Background: an optimization exercise with open tools, aiming at small area. Do not read the settings as production practice.
The RTL was checked by simulation tests, not by an equivalence proof against the original design.

==> wip/quartz <==
Design pdnn_update, start of the top module:
module pdnn_update (clk, reset, en, h, g1, g2, g3, g4, x1, x2, u, v);
==> module net_state_ctrl, before the edit <==
module net_state_ctrl (clk, en, reset, cnt);
input clk, en, reset;
output reg [6:0] cnt;
always @(posedge clk)
begin
  if (!reset)
    cnt <= 7'd0;
  else if (en)
    cnt <= 7'd0;
  else if (cnt == 7'd21)
    cnt <= 7'd1;
  else
    cnt <= cnt + 7'd1;
end
endmodule
==> module pdnn_update, before the edit <==
module pdnn_update (clk, reset, en, h, g1, g2, g3, g4, x1, x2, u, v);
input clk;
input reset;
input en;
input  [31:0] h;
input  [31:0] g1, g2, g3, g4;
output [31:0] x1, x2, u, v;
localparam IDLE = 4'd0, A1 = 4'd1, A2 = 4'd2, A3 = 4'd3,
           B1 = 4'd4, B2 = 4'd5, B3 = 4'd6, B4 = 4'd7, B5 = 4'd8, B6 = 4'd9;
wire [6:0] cnt;
net_state_ctrl ctr1 (.clk(clk), .en(en), .reset(reset), .cnt(cnt));
wire e20 = (cnt == 7'd20);
wire e21 = (cnt == 7'd21);
wire e01 = (cnt == 7'd1);
reg [3:0]  ph;
reg [31:0] t1, t2, t3, t4, c1, c2, c3, c4, ht, hc;
reg [31:0] a1, a2, a3, a4;
reg        pend, zt, zc;
reg [31:0] ma, mb;
always @(*)
begin
  ma = t1;
  mb = ht;
  case (ph)
    A1: ma = t2;
    A2: ma = t3;
    A3: ma = t4;
    B1: begin ma = c3; mb = hc; end
    B2: begin ma = c4; mb = hc; end
    B3: ma = t1;
    B4: ma = t2;
    B5: ma = t3;
    B6: ma = t4;
    default: begin ma = g1; mb = h; end
  endcase
end
wire [31:0] mp;
mult_32x32 m81 (.a(ma), .b(mb), .c(mp));
wire [31:0] c4s = (ph == B2) ? mp : c4;
wire [31:0] sx, sy;
wire [31:0] cx = zc ? 32'd0 : pend ? c3 : c1;
wire [31:0] cy = zc ? 32'd0 : pend ? c4s : c2;
Integrator      Integrator_1 (.c(cx), .acc(pend ? a3 : a1), .y(sx));
Integrator_fast Integrator_2 (.c(cy), .acc(pend ? a4 : a2), .y(sy));
assign x1 = a1;
assign x2 = a2;
assign u  = pend ? sx : a3;
assign v  = pend ? sy : a4;
always @(posedge clk)
begin
  if (!reset) begin
    ph <= IDLE;
    zt <= 1'b1; zc <= 1'b1;
    a1 <= 32'd0; a2 <= 32'd0; a3 <= 32'd0; a4 <= 32'd0;
    pend <= 1'b0;
  end else begin
    pend <= e01;
    if (e01) begin
      a1 <= sx; a2 <= sy;
    end
    if (pend) begin
      a3 <= sx; a4 <= sy;
    end
    if (e20) begin
      zc <= zt; zt <= 1'b0;
    end else if (e21) begin
      zc <= 1'b0;
    end
    if (e20)
      ph <= A1;
    else if (e21)
      ph <= B1;
    else case (ph)
      A1: ph <= A2;
      A2: ph <= A3;
      B1: ph <= B2;
      B2: ph <= B3;
      B3: ph <= B4;
      B4: ph <= B5;
      B5: ph <= B6;
      default: ph <= IDLE;
    endcase
  end
end
always @(posedge clk)
begin
  begin
    if (e20) begin
      c1 <= t1; c2 <= t2; c3 <= t3; c4 <= t4;
      t1 <= mp; t2 <= g2; t3 <= g3; t4 <= g4; ht <= h;
    end else if (e21) begin
      c1 <= t1; c2 <= mp; c3 <= t3; c4 <= t4; hc <= ht;
      t1 <= g1; t2 <= g2; t3 <= g3; t4 <= g4; ht <= h;
    end else begin
      case (ph)
        A1: begin t2 <= mp; end
        A2: begin t3 <= mp; end
        A3: begin t4 <= mp; end
        B1: begin c3 <= mp; end
        B2: begin c4 <= mp; end
        B3: begin t1 <= mp; end
        B4: begin t2 <= mp; end
        B5: begin t3 <= mp; end
        B6: begin t4 <= mp; end
        default: ;
      endcase
    end
  end
end
endmodule
==> flow/config.mk <==
export PLATFORM = sky130hd
export DESIGN_NAME = pdnn_update
export DESIGN_NICKNAME = pdnn_update
export VERILOG_FILES = /design/flow/design.v
export SDC_FILE = /design/flow/constraint.sdc
export NUM_CORES = 4
export LEC_CHECK = 0
export ABC_AREA = 1
export CAP_MARGIN = 0
export CORE_MARGIN = 2
export CORE_UTILIZATION = 55
export CTS_BUF_LIST = sky130_fd_sc_hd__clkbuf_8
export CTS_CLUSTER_SIZE = 20
export SLEW_MARGIN = 0
==> flow/constraint.sdc <==
create_clock -name core_clock -period 20.0 [get_ports {clk}]
set_input_delay 4.0000 -clock core_clock [delete_from_list [all_inputs] [get_ports {clk}]]
set_output_delay 4.0000 -clock core_clock [all_outputs]
set_load 0.01 [all_outputs]
run.sh (not shown) runs the stock make flow with config.mk's settings and CLKGATE_MAP_FILE= SYNTH_SCRIPT=/design/flow/synth_recipe.tcl, a recipe that flattens the netlist after the stock synthesis.
==> wip/zinc (differences from wip/quartz) <==
--- a/flow/design.v
+++ b/flow/design.v
@@ -1797,3 +1797,3 @@
 input clk, en, reset;
-output reg [6:0] cnt;
+output reg [4:0] cnt;
 always @(posedge clk)
@@ -1801,9 +1801,9 @@
   if (!reset)
-    cnt <= 7'd0;
+    cnt <= 5'd0;
   else if (en)
-    cnt <= 7'd0;
-  else if (cnt == 7'd21)
-    cnt <= 7'd1;
+    cnt <= 5'd0;
+  else if (cnt == 5'd21)
+    cnt <= 5'd1;
   else
-    cnt <= cnt + 7'd1;
+    cnt <= cnt + 5'd1;
 end
@@ -1817,10 +1817,9 @@
 output [31:0] x1, x2, u, v;
-localparam IDLE = 4'd0, A1 = 4'd1, A2 = 4'd2, A3 = 4'd3,
-           B1 = 4'd4, B2 = 4'd5, B3 = 4'd6, B4 = 4'd7, B5 = 4'd8, B6 = 4'd9;
-wire [6:0] cnt;
+localparam A1 = 0, A2 = 1, A3 = 2, B1 = 3, B2 = 4, B3 = 5, B4 = 6, B5 = 7, B6 = 8;
+wire [4:0] cnt;
 net_state_ctrl ctr1 (.clk(clk), .en(en), .reset(reset), .cnt(cnt));
-wire e20 = (cnt == 7'd20);
-wire e21 = (cnt == 7'd21);
-wire e01 = (cnt == 7'd1);
-reg [3:0]  ph;
+wire e20 = (cnt == 5'd20);
+wire e21 = (cnt == 5'd21);
+wire e01 = (cnt == 5'd1);
+reg [8:0]  ph;
 reg [31:0] t1, t2, t3, t4, c1, c2, c3, c4, ht, hc;
@@ -1831,16 +1830,7 @@
 begin
-  ma = t1;
-  mb = ht;
-  case (ph)
-    A1: ma = t2;
-    A2: ma = t3;
-    A3: ma = t4;
-    B1: begin ma = c3; mb = hc; end
-    B2: begin ma = c4; mb = hc; end
-    B3: ma = t1;
-    B4: ma = t2;
-    B5: ma = t3;
-    B6: ma = t4;
-    default: begin ma = g1; mb = h; end
-  endcase
+  ma = ({32{ph[A1] | ph[B4]}} & t2) | ({32{ph[A2] | ph[B5]}} & t3) |
+       ({32{ph[A3] | ph[B6]}} & t4) | ({32{ph[B3]}} & t1) |
+       ({32{ph[B1]}} & c3) | ({32{ph[B2]}} & c4) | ({32{~|ph}} & g1);
+  mb = ({32{|ph[A3:A1] | |ph[B6:B3]}} & ht) | ({32{ph[B1] | ph[B2]}} & hc) |
+       ({32{~|ph}} & h);
 end
@@ -1848,3 +1838,3 @@
 mult_32x32 m81 (.a(ma), .b(mb), .c(mp));
-wire [31:0] c4s = (ph == B2) ? mp : c4;
+wire [31:0] c4s = ph[B2] ? mp : c4;
 wire [31:0] sx, sy;
@@ -1861,3 +1851,3 @@
   if (!reset) begin
-    ph <= IDLE;
+    ph <= 9'd0;
     zt <= 1'b1; zc <= 1'b1;
@@ -1878,16 +1868,3 @@
     end
-    if (e20)
-      ph <= A1;
-    else if (e21)
-      ph <= B1;
-    else case (ph)
-      A1: ph <= A2;
-      A2: ph <= A3;
-      B1: ph <= B2;
-      B2: ph <= B3;
-      B3: ph <= B4;
-      B4: ph <= B5;
-      B5: ph <= B6;
-      default: ph <= IDLE;
-    endcase
+    ph <= {ph[B5:B1], e21, ph[A2], ph[A1] & ~e21, e20};
   end
@@ -1904,14 +1881,8 @@
     end else begin
-      case (ph)
-        A1: begin t2 <= mp; end
-        A2: begin t3 <= mp; end
-        A3: begin t4 <= mp; end
-        B1: begin c3 <= mp; end
-        B2: begin c4 <= mp; end
-        B3: begin t1 <= mp; end
-        B4: begin t2 <= mp; end
-        B5: begin t3 <= mp; end
-        B6: begin t4 <= mp; end
-        default: ;
-      endcase
+      if (ph[A1] | ph[B4]) t2 <= mp;
+      if (ph[A2] | ph[B5]) t3 <= mp;
+      if (ph[A3] | ph[B6]) t4 <= mp;
+      if (ph[B1]) c3 <= mp;
+      if (ph[B2]) c4 <= mp;
+      if (ph[B3]) t1 <= mp;
     end
==> summary.txt <==
metric	wip/quartz	wip/zinc
Area taken by multi-input logic gates	28,900 sq um	28,800 sq um
CP bufs+invs	5	4
Non-Filler Instances	7,144	6,981
Met1 layer usage reported by global route	49.5%	48.6%
Outcome	finished clean	finished clean
Area overhead of the layout relative to synthesis	14.0%	14.9%
Worst slew pin tran	1.15 ns	1.23 ns
GR Util met2	63.9%	61.3%
Critical Path End	u[9]	u[23]
Sum of routed wire length over all layers	174,000 microns	163,000 microns
Fraction of final layout cells sized beyond drive strength 1	7.97%	8.22%
Worst Hold Launch	t1[16]	t1[21]

what the ideal ports hide:
In the flow no input, the clock included, has a driving cell. The finished layouts below were timed again as built, in two steps. Step 1 assumes that a clkbuf_16 drives the clock port and a buf_2 every other input. Step 2 times the ports against the registers' clock, not the clock port: input delays grow and output delays shrink by t, the midpoint of the rising clock arrivals with the driver on. a / b / c = ideal / step 1 / step 2; a / b = the first two.
| run | t, ns | setup WS [ns] | clock arrival spread, ns | slew at the worst register clock pin (ns) |
|---|---|---|---|---|
| wip/quartz | 0.761 | 0.492 / 0.421 / 0.650 | 0.040 / 0.040 | 0.07 / 0.07 |
| wip/zinc | 0.765 | 0.470 / 0.398 / 0.628 | 0.070 / 0.070 | 0.07 / 0.07 |
After both steps setup and hold are still met in every run listed.
